From an optimization exercise on the open Yosys and OpenROAD flow, aimed at small area, a short achievable clock period and few clock cycles; shortcuts taken in it are not production practice.
Power and IR drop assume default switching activity.

== alpha ==
==> flow/design.v <==
module fxp_smul
#( parameter QINT=8,
    parameter QFRAC=16)
(out, a, b);
    localparam BIT_WIDTH = QINT + QFRAC; 
    output signed [BIT_WIDTH-1:0] out;
    input signed [BIT_WIDTH-1:0] a;
    input signed [BIT_WIDTH-1:0] b;
    wire [BIT_WIDTH*2-1:0] mul_out;
    assign mul_out = a * b;
    assign out = {mul_out[BIT_WIDTH*2-1],mul_out[BIT_WIDTH*2-QINT-2:QFRAC]};
endmodule
module cordic(i_clk, i_rst, i_en, o_vld, o_cosine, o_sine, i_theta);
    input i_clk;
    input i_rst;
    input i_en;
    input signed [23:0] i_theta;
    output signed [23:0] o_cosine;
    output signed [23:0] o_sine;
    output o_vld;
    localparam W = 19;
    localparam R = 20;
    reg signed [W-1:0] r1, r2, q;
    reg signed [R-1:0] p;        
    reg [1:0]          mode;     
    reg [5:0]          cnt;      
    reg                busy;
    reg                rw;       
    reg                dbl;      
    reg [3:0]          sh1;      
    reg [3:0]          sh2n;     
    reg                i1, i2;   
    reg                ip;       
    reg                m1;       
    reg                vld;
    assign o_vld = vld;
    assign o_cosine = {{6{r2[W-1]}}, r2[W-1:1]};
    assign o_sine   = {{6{r1[W-1]}}, r1[W-1:1]};
    wire [4:0] ai = cnt[5:1];
    wire [16:0] ang =
        ai == 5'd0  ? (dbl ? 17'h1921e : 17'h0) :
        ai == 5'd1  ? 17'h76b1 :
        ai == 5'd2  ? 17'h3eb6 :
        ai == 5'd3  ? 17'h1fd5 :
        ai == 5'd4  ? 17'h0ffa :
        ai == 5'd5  ? 17'h07ff :
        ai == 5'd6  ? 17'h03ff :
        ai == 5'd7  ? 17'h01ff :
        ai == 5'd8  ? 17'h00ff :
        ai == 5'd9  ? 17'h007f :
        ai == 5'd10 ? 17'h003f :
        ai == 5'd11 ? 17'h001f :
        ai == 5'd12 ? 17'h0010 :
        ai == 5'd13 ? 17'h0008 :
        ai == 5'd14 ? 17'h0004 : 17'h0000;
    wire signed [W-1:0] a1 = rw ? r1 : m1 ? r2 : q;
    wire signed [W-1:0] a2 = rw ? r2 : m1 ? r1 : p[W-1:0];
    wire signed [W-1:0] s1 = (i1 ? ~r2 : r2) >>> sh1;
    wire signed [W-1:0] s2 = (i2 ? ~r1 : r1) >>> (~sh2n);
    wire c1 = (rw & i1) | (m1 & ~|r2[1:0]);
    wire c2 = (rw & i2) | (m1 & ~|r1[1:0]);
    wire [W:0]  t1 = {a1, c1} + {s1, c1};
    wire [W:0]  t2 = {a2, c2} + {s2, c2};
    wire [R:0]  tp = {p, ip} + {ip ? ~{3'd0, ang} : {3'd0, ang}, ip};
    wire signed [W-1:0] n1 = t1[W:1];
    wire signed [W-1:0] n2 = t2[W:1];
    wire signed [R-1:0] pa = tp[R:1];
    wire pn = mode[1] ? (pa[R-1] | (mode[0] & ~pa[R-2])) : mode[0];
    wire [5:0] th = i_theta[23:18];
    wire [1:0] mode0 = th == 6'd0 ? 2'b10 : th == 6'h3f ? 2'b11 : {1'b0, i_theta[23]};
    wire d0n = i_theta[23];
    wire d1n = d0n ? (i_theta < -24'sd51471) : (i_theta < 24'sd51471);
    wire [W-1:0] pe = i_en ? {1'b0, i_theta[W-2:0]} : pa[W-1:0];
    wire [5:0] cn = cnt + 6'd1;
    wire       rn = cn < 6'd30;    
    wire [3:0] shn = rn ? cn[4:1] : (cn == 6'd34 ? 4'd4 : 4'd2);
    wire       minv = cn != 6'd34;
    wire       sub1 = pn ^ cn[0];
    always @(posedge i_clk) begin
        if (i_rst) begin
            busy <= 1'b0;
            vld  <= 1'b0;
        end else if (i_en) begin
            busy <= 1'b1;
            vld  <= 1'b0;
        end else begin
            vld <= busy && cnt == 6'd35;
            if (busy && cnt == 6'd35) busy <= 1'b0;
        end
        if (m1) q <= r2;
        p[W-1:0] <= (m1 & ~i_en) ? r1 : pe;
        if (i_en) begin
            r1   <= 19'sh10000;
            r2   <= d0n ? -19'sh10000 : 19'sh10000;
            p[R-1:W] <= 1'b0;
            mode <= mode0;
            dbl  <= d0n == d1n;
            cnt  <= 6'd1;
            rw   <= 1'b1;
            sh1  <= 4'd0;
            sh2n <= 4'd15;
            i1   <= ~d1n;
            i2   <=  d1n;
            ip   <= ~d0n;
            m1   <= 1'b0;
        end else begin
            cnt <= cn;
            r1 <= n2;
            r2 <= n1;
            p[R-1:W] <= pa[R-1:W];
            rw   <= rn;
            sh1  <= shn;
            sh2n <= ~shn;
            i1   <= rn ?  sub1 : minv;
            i2   <= rn ? ~sub1 : minv;
            ip   <= rn & ~pn;
            m1   <= cn == 6'd30;
        end
    end
endmodule
clock: 10.0 ns
lec_check: 0
abc_area: 1
cap_margin: 20
core_margin: 2
core_utilization: 40
setup_slack_margin: 5
slew_margin: 20
tns_end_percent: 0
standard.sh (not shown) runs the stock make flow with config.mk's settings and CLKGATE_MAP_FILE= SYNTH_SCRIPT=/design/flow/synth_recipe.tcl, a recipe that flattens the netlist after the stock synthesis.
==> flow/flow/run.sh <==
#!/bin/bash
# The standard layout (the standard.sh), except that the port buffers
# buffer_ports inserts are buf_1 cells instead of the larger delay buffers it
# picks by default (every port still gets one), and repair_timing aims at a
# setup slack margin of 6.5 ns.
set -euo pipefail
export BUFFER_PORTS_ARGS="-buffer_cell sky130_fd_sc_hd__buf_1"
bash standard.sh SETUP_SLACK_MARGIN=6.5 finish > standard_flow.log 2>&1
In summary, alpha completed successfully, with a layout that passed the timing, DRC and antenna checks.
Here is what was changed in the inputs of beta compared with alpha.
--- a/flow/design.v
+++ b/flow/design.v
@@ -16,22 +16,22 @@
     input i_en;
     input signed [23:0] i_theta;
     output signed [23:0] o_cosine;
     output signed [23:0] o_sine;
     output o_vld;
     localparam W = 19;
-    localparam R = 20;
+    localparam R = 21;
     reg signed [W-1:0] r1, r2, q;
     reg signed [R-1:0] p;        
     reg [1:0]          mode;     
     reg [5:0]          cnt;      
     reg                busy;
+    reg                lst;      
     reg                rw;       
     reg                dbl;      
-    reg [3:0]          sh1;      
-    reg [3:0]          sh2n;     
+    reg [3:0]          sh;       
     reg                i1, i2;   
     reg                ip;       
     reg                m1;       
     reg                vld;
     assign o_vld = vld;
     assign o_cosine = {{6{r2[W-1]}}, r2[W-1:1]};
@@ -50,30 +50,30 @@
         ai == 5'd9  ? 17'h007f :
         ai == 5'd10 ? 17'h003f :
         ai == 5'd11 ? 17'h001f :
         ai == 5'd12 ? 17'h0010 :
         ai == 5'd13 ? 17'h0008 :
         ai == 5'd14 ? 17'h0004 : 17'h0000;
-    wire signed [W-1:0] a1 = rw ? r1 : m1 ? r2 : q;
-    wire signed [W-1:0] a2 = rw ? r2 : m1 ? r1 : p[W-1:0];
-    wire signed [W-1:0] s1 = (i1 ? ~r2 : r2) >>> sh1;
-    wire signed [W-1:0] s2 = (i2 ? ~r1 : r1) >>> (~sh2n);
+    wire signed [W-1:0] a1 = rw ? r1 : q;
+    wire signed [W-1:0] a2 = rw ? r2 : p[W-1:0];
+    wire signed [W-1:0] s1 = (i1 ? ~r2 : r2) >>> sh;
+    wire signed [W-1:0] s2 = (i2 ? ~r1 : r1) >>> sh;
     wire c1 = (rw & i1) | (m1 & ~|r2[1:0]);
     wire c2 = (rw & i2) | (m1 & ~|r1[1:0]);
     wire [W:0]  t1 = {a1, c1} + {s1, c1};
     wire [W:0]  t2 = {a2, c2} + {s2, c2};
-    wire [R:0]  tp = {p, ip} + {ip ? ~{3'd0, ang} : {3'd0, ang}, ip};
+    wire [R:0]  tp = {p, ip} + {ip ? ~{4'd0, ang} : {4'd0, ang}, ip};
     wire signed [W-1:0] n1 = t1[W:1];
     wire signed [W-1:0] n2 = t2[W:1];
     wire signed [R-1:0] pa = tp[R:1];
     wire pn = mode[1] ? (pa[R-1] | (mode[0] & ~pa[R-2])) : mode[0];
-    wire [5:0] th = i_theta[23:18];
-    wire [1:0] mode0 = th == 6'd0 ? 2'b10 : th == 6'h3f ? 2'b11 : {1'b0, i_theta[23]};
+    wire [4:0] th = i_theta[23:19];
+    wire [1:0] mode0 = th == 5'd0 ? 2'b10 : th == 5'h1f ? 2'b11 : {1'b0, i_theta[23]};
     wire d0n = i_theta[23];
     wire d1n = d0n ? (i_theta < -24'sd51471) : (i_theta < 24'sd51471);
-    wire [W-1:0] pe = i_en ? {1'b0, i_theta[W-2:0]} : pa[W-1:0];
+    wire [W-1:0] pe = i_en ? i_theta[W-1:0] : pa[W-1:0];
     wire [5:0] cn = cnt + 6'd1;
     wire       rn = cn < 6'd30;    
     wire [3:0] shn = rn ? cn[4:1] : (cn == 6'd34 ? 4'd4 : 4'd2);
     wire       minv = cn != 6'd34;
     wire       sub1 = pn ^ cn[0];
     always @(posedge i_clk) begin
@@ -84,36 +84,36 @@
             busy <= 1'b1;
             vld  <= 1'b0;
         end else begin
             vld <= busy && cnt == 6'd35;
             if (busy && cnt == 6'd35) busy <= 1'b0;
         end
-        if (m1) q <= r2;
-        p[W-1:0] <= (m1 & ~i_en) ? r1 : pe;
+        if (lst) q <= n1;
+        p[W-1:0] <= (lst & ~i_en) ? n2 : pe;
         if (i_en) begin
             r1   <= 19'sh10000;
             r2   <= d0n ? -19'sh10000 : 19'sh10000;
-            p[R-1:W] <= 1'b0;
+            p[R-1:W] <= 2'b00;
             mode <= mode0;
             dbl  <= d0n == d1n;
             cnt  <= 6'd1;
+            lst  <= 1'b0;
             rw   <= 1'b1;
-            sh1  <= 4'd0;
-            sh2n <= 4'd15;
+            sh   <= 4'd0;
             i1   <= ~d1n;
             i2   <=  d1n;
             ip   <= ~d0n;
             m1   <= 1'b0;
         end else begin
             cnt <= cn;
             r1 <= n2;
             r2 <= n1;
             p[R-1:W] <= pa[R-1:W];
+            lst  <= cn == 6'd29;
             rw   <= rn;
-            sh1  <= shn;
-            sh2n <= ~shn;
+            sh   <= shn;
             i1   <= rn ?  sub1 : minv;
             i2   <= rn ? ~sub1 : minv;
             ip   <= rn & ~pn;
             m1   <= cn == 6'd30;
         end
     end
Results
Compared beta vs alpha, and share of the clock period used by the worst path after layout is up in beta. Fmax: beta below alpha. The fraction of power consumed by combinational cells of beta exceeds that of alpha by 3.9 points. Between beta and alpha, the total detailed-routing wirelength does not differ in any meaningful way. beta vs alpha — synthesized cell count dropped by a few percent. beta -> alpha: area of the core flat. Comparing die area for alpha and beta, the bigger number came from alpha. beta ends up with higher power spent charging and discharging nets than alpha does. The lower placed wire-length estimate of alpha and beta is in beta. Relative to alpha, share of the synthesized netlist area taken by xor and xnor gates has increased by 2.5 points in beta. alpha -> beta: length in cells of the worst reg-to-reg path delta 0, exact match. From alpha to beta the numbers moved as follows: number of buffers added to fix hold violations after cts has remained practically unchanged; area growth from synthesis to layout picked up an extra 3.7 points.
No run of this note included a check of the RTL's function; only the layout flow was run.

Setup of the reference run:
Another version of the RTL of cordic (not shown whole).
For scale: about 1500 cells after synthesis, ~100 flip-flops, about 76 I/O pins, about 9700 um^2 of cells after synthesis.
==> module cordic, before the edit <==
module cordic(i_clk, i_rst, i_en, o_vld, o_cosine, o_sine, i_theta);
    input i_clk;
    input i_rst;
    input i_en;
    input signed [23:0] i_theta;
    output signed [23:0] o_cosine;
    output signed [23:0] o_sine;
    output o_vld;
    localparam W = 19;
    localparam R = 21;
    reg signed [W-1:0] r1, r2, q;
    reg signed [R-1:0] p;        
    reg [1:0]          mode;     
    reg [5:0]          cnt;      
    reg                busy;
    reg                lst;      
    reg                rw;       
    reg                dbl;      
    reg                sm;       
    reg [3:0]          sh1;      
    reg [3:0]          sh2n;     
    reg                i1, i2;   
    reg                ip;       
    reg                m1;       
    reg                vld;
    assign o_vld = vld;
    assign o_cosine = {{6{r2[W-1]}}, r2[W-1:1]};
    assign o_sine   = {{6{r1[W-1]}}, r1[W-1:1]};
    wire [4:0] ai = cnt[5:1];
    wire [17:0] ang =
        ai == 5'd1  ? (cnt[0] | ~dbl ? 18'h76b1 : sm ? 18'h208cf : 18'h11b6d) :
        ai == 5'd2  ? 18'h3eb6 :
        ai == 5'd3  ? 18'h1fd5 :
        ai == 5'd4  ? 18'h0ffa :
        ai == 5'd5  ? 18'h07ff :
        ai == 5'd6  ? 18'h03ff :
        ai == 5'd7  ? 18'h01ff :
        ai == 5'd8  ? 18'h00ff :
        ai == 5'd9  ? 18'h007f :
        ai == 5'd10 ? 18'h003f :
        ai == 5'd11 ? 18'h001f :
        ai == 5'd12 ? 18'h0010 :
        ai == 5'd13 ? 18'h0008 :
        ai == 5'd14 ? 18'h0004 : 18'h0000;
    wire signed [W-1:0] a1 = rw ? r1 : q;
    wire signed [W-1:0] a2 = rw ? r2 : p[W-1:0];
    wire signed [W-1:0] s1 = (i1 ? ~r2 : r2) >>> sh1;
    wire signed [W-1:0] s2 = (i2 ? ~r1 : r1) >>> (~sh2n);
    wire c1 = (rw & i1) | (m1 & ~|r2[1:0]);
    wire c2 = (rw & i2) | (m1 & ~|r1[1:0]);
    wire [W:0]  t1 = {a1, c1} + {s1, c1};
    wire [W:0]  t2 = {a2, c2} + {s2, c2};
    wire [R:0]  tp = {p, ip} + {ip ? ~{3'd0, ang} : {3'd0, ang}, ip};
    wire signed [W-1:0] n1 = t1[W:1];
    wire signed [W-1:0] n2 = t2[W:1];
    wire signed [R-1:0] pa = tp[R:1];
    wire pn = mode[1] ? (pa[R-1] | (mode[0] & ~pa[R-2])) : mode[0];
    wire [4:0] th = i_theta[23:19];
    wire [1:0] mode0 = th == 5'd0 ? 2'b10 : th == 5'h1f ? 2'b11 : {1'b0, i_theta[23]};
    wire d0n = i_theta[23];
    wire d1n = d0n ? (i_theta < -24'sd51471) : (i_theta < 24'sd51471);
    wire d2n = d0n ? (~(i_theta < -24'sd51471) | (i_theta < -24'sd102942))
                   : (~(i_theta < 24'sd51471) & (i_theta < 24'sd102942));
    wire [W-1:0] pe = i_en ? i_theta[W-1:0] : pa[W-1:0];
    wire [5:0] cn = cnt + 6'd1;
    wire       rn = cn < 6'd30;    
    wire [3:0] shn = rn ? cn[4:1] : (cn == 6'd34 ? 4'd4 : 4'd2);
    wire       minv = cn != 6'd34;
    wire       sub1 = pn ^ cn[0];
    always @(posedge i_clk) begin
        if (i_rst) begin
            busy <= 1'b0;
            vld  <= 1'b0;
        end else if (i_en) begin
            busy <= 1'b1;
            vld  <= 1'b0;
        end else begin
            vld <= busy && cnt == 6'd35;
            if (busy && cnt == 6'd35) busy <= 1'b0;
        end
        if (lst) q <= n1;
        p[W-1:0] <= (lst & ~i_en) ? n2 : pe;
        if (i_en) begin
            r1   <= d0n != d1n ? 19'sh0 : d0n ? -19'sh20000 : 19'sh20000;
            r2   <= d0n != d1n ? 19'sh20000 : 19'sh0;
            p[R-1:W] <= 2'b00;
            mode <= mode0;
            dbl  <= d0n == d1n;
            sm   <= d2n == d0n;
            cnt  <= 6'd2;
            lst  <= 1'b0;
            rw   <= 1'b1;
            sh1  <= 4'd1;
            sh2n <= 4'd14;
            i1   <=  d2n;
            i2   <= ~d2n;
            ip   <= ~d0n;
            m1   <= 1'b0;
        end else begin
            cnt <= cn;
            r1 <= n2;
            r2 <= n1;
            p[R-1:W] <= pa[R-1:W];
            lst  <= cn == 6'd29;
            rw   <= rn;
            sh1  <= shn;
            sh2n <= ~shn;
            i1   <= rn ?  sub1 : minv;
            i2   <= rn ? ~sub1 : minv;
            ip   <= rn & ~pn;
            m1   <= cn == 6'd30;
        end
    end
endmodule
export LEC_CHECK = 0
export ABC_AREA = 1
export CAP_MARGIN = 20
export CORE_MARGIN = 2
export CORE_UTILIZATION = 40
export SETUP_SLACK_MARGIN = 5
export SLEW_MARGIN = 20
export TNS_END_PERCENT = 0
create_clock -name core_clock -period 10.0 [get_ports {i_clk}]
Scripts as last shown in full above: flow/flow/run.sh
The reference run: all stages complete, timing, DRC and antenna checks passed
The inputs of the trial run differ from those of the reference run as listed below.
==> flow/design.v <==
module fxp_smul
#( parameter QINT=8,
    parameter QFRAC=16)
(out, a, b);
    localparam BIT_WIDTH = QINT + QFRAC; 
    output signed [BIT_WIDTH-1:0] out;
    input signed [BIT_WIDTH-1:0] a;
    input signed [BIT_WIDTH-1:0] b;
    wire [BIT_WIDTH*2-1:0] mul_out;
    assign mul_out = a * b;
    assign out = {mul_out[BIT_WIDTH*2-1],mul_out[BIT_WIDTH*2-QINT-2:QFRAC]};
endmodule
module cordic(i_clk, i_rst, i_en, o_vld, o_cosine, o_sine, i_theta);
    input i_clk;
    input i_rst;
    input i_en;
    input signed [23:0] i_theta;
    output signed [23:0] o_cosine;
    output signed [23:0] o_sine;
    output o_vld;
    localparam W = 19;
    localparam R = 20;
    reg signed [W-1:0] r1, r2, q;
    reg signed [R-1:0] p;        
    reg [1:0]          mode;     
    reg [5:0]          cnt;      
    reg                busy;
    reg                lst;      
    reg                rw;       
    reg                dbl;      
    reg [3:0]          sh1;      
    reg [3:0]          sh2n;     
    reg                i1, i2;   
    reg                ip;       
    reg                m1;       
    reg                vld;
    assign o_vld = vld;
    assign o_cosine = {{6{r2[W-1]}}, r2[W-1:1]};
    assign o_sine   = {{6{r1[W-1]}}, r1[W-1:1]};
    wire [4:0] ai = cnt[5:1];
    wire [16:0] ang =
        ai == 5'd0  ? (dbl ? 17'h1921e : 17'h0) :
        ai == 5'd1  ? 17'h76b1 :
        ai == 5'd2  ? 17'h3eb6 :
        ai == 5'd3  ? 17'h1fd5 :
        ai == 5'd4  ? 17'h0ffa :
        ai == 5'd5  ? 17'h07ff :
        ai == 5'd6  ? 17'h03ff :
        ai == 5'd7  ? 17'h01ff :
        ai == 5'd8  ? 17'h00ff :
        ai == 5'd9  ? 17'h007f :
        ai == 5'd10 ? 17'h003f :
        ai == 5'd11 ? 17'h001f :
        ai == 5'd12 ? 17'h0010 :
        ai == 5'd13 ? 17'h0008 :
        ai == 5'd14 ? 17'h0004 : 17'h0000;
    wire signed [W-1:0] a1 = rw ? r1 : q;
    wire signed [W-1:0] a2 = rw ? r2 : p[W-1:0];
    wire signed [W-1:0] s1 = (i1 ? ~r2 : r2) >>> sh1;
    wire signed [W-1:0] s2 = (i2 ? ~r1 : r1) >>> (~sh2n);
    wire c1 = (rw & i1) | (m1 & ~|r2[1:0]);
    wire c2 = (rw & i2) | (m1 & ~|r1[1:0]);
    wire [W:0]  t1 = {a1, c1} + {s1, c1};
    wire [W:0]  t2 = {a2, c2} + {s2, c2};
    wire [R:0]  tp = {p, ip} + {ip ? ~{3'd0, ang} : {3'd0, ang}, ip};
    wire signed [W-1:0] n1 = t1[W:1];
    wire signed [W-1:0] n2 = t2[W:1];
    wire signed [R-1:0] pa = tp[R:1];
    wire pn = mode[1] ? (pa[R-1] | (mode[0] & ~pa[R-2])) : mode[0];
    wire [5:0] th = i_theta[23:18];
    wire [1:0] mode0 = th == 6'd0 ? 2'b10 : th == 6'h3f ? 2'b11 : {1'b0, i_theta[23]};
    wire d0n = i_theta[23];
    wire d1n = d0n ? (i_theta < -24'sd51471) : (i_theta < 24'sd51471);
    wire [W-1:0] pe = i_en ? {1'b0, i_theta[W-2:0]} : pa[W-1:0];
    wire [5:0] cn = cnt + 6'd1;
    wire       rn = cn < 6'd30;    
    wire [3:0] shn = rn ? cn[4:1] : (cn == 6'd34 ? 4'd4 : 4'd2);
    wire       minv = cn != 6'd34;
    wire       sub1 = pn ^ cn[0];
    always @(posedge i_clk) begin
        if (i_rst) begin
            busy <= 1'b0;
            vld  <= 1'b0;
        end else if (i_en) begin
            busy <= 1'b1;
            vld  <= 1'b0;
        end else begin
            vld <= busy && cnt == 6'd35;
            if (busy && cnt == 6'd35) busy <= 1'b0;
        end
        if (lst) q <= n1;
        p[W-1:0] <= (lst & ~i_en) ? n2 : pe;
        if (i_en) begin
            r1   <= 19'sh10000;
            r2   <= d0n ? -19'sh10000 : 19'sh10000;
            p[R-1:W] <= 1'b0;
            mode <= mode0;
            dbl  <= d0n == d1n;
            cnt  <= 6'd1;
            lst  <= 1'b0;
            rw   <= 1'b1;
            sh1  <= 4'd0;
            sh2n <= 4'd15;
            i1   <= ~d1n;
            i2   <=  d1n;
            ip   <= ~d0n;
            m1   <= 1'b0;
        end else begin
            cnt <= cn;
            r1 <= n2;
            r2 <= n1;
            p[R-1:W] <= pa[R-1:W];
            lst  <= cn == 6'd29;
            rw   <= rn;
            sh1  <= shn;
            sh2n <= ~shn;
            i1   <= rn ?  sub1 : minv;
            i2   <= rn ? ~sub1 : minv;
            ip   <= rn & ~pn;
            m1   <= cn == 6'd30;
        end
    end
endmodule
==> comparison <==
Every stage of the flow completed for the trial run, and the final layout passed the timing, DRC and antenna checks. Worst setup slack after placement (lower): the reference run. The trial run against the reference run: die area shrank by 4.5%; first-pass GRT wire length shows a reduction of about 4.7%; setup skew after layout did not really move. Compared with the reference run, the trial run shows a lower total stage count of the critical path. Termination of the worst setup path: q[15] -> the trial run, p[11] -> the reference run. In the trial run relative to the reference run, cell area after layout had gone down by a few percent. The fmax reported for the trial run is smaller than that of the reference run by 0.40%. Largest fanout of any net on the critical path ends up higher on the reference run. Of the trial run and the reference run, it is the trial run that has the lower final critical-path setup slack.
No run of this note included a check of the RTL's function; only the layout flow was run.

-- afterwards: timing with drivers on the ports --
Ports are ideal in the flow. The routed layouts listed here were re-timed in OpenROAD.
Step 1 sets driving cells, clkbuf_16 on the clock port and buf_2 on the other inputs (assumed; they add their load-dependent delay and slew).
Step 2 times the ports against the registers' clock, not the clock port: input delays grow and output delays shrink by t, the midpoint of the rising clock arrivals with the driver on.
Three values: ideal ports, drivers, drivers and shift; two values: the first two.
run | t (ns) | slack for setup (ns) | worst hold slack (ns) | clock arrival spread, ns | worst data-port slew with drivers (ns)
alpha | 0.401 | 6.590 / 6.605 / 6.205 | 0.443 / 0.443 / 0.443 | 0.010 / 0.009 | 0.04
beta | 0.418 | 6.560 / 6.582 / 6.164 | 0.454 / 0.454 / 0.454 | 0.015 / 0.015 | 0.04
the reference run | 0.411 | 6.537 / 6.537 / 6.209 | 0.443 / 0.443 / 0.443 | 0.014 / 0.014 | 0.06
the trial run | 0.400 | 6.523 / 6.523 / 6.284 | 0.443 / 0.443 / 0.443 | 0.012 / 0.013 | 0.03
After both steps setup and hold are still met in every run listed. For beta, which loses most, drivers alone change the setup slack by +0.022 ns; drivers and shift together by -0.396 ns.
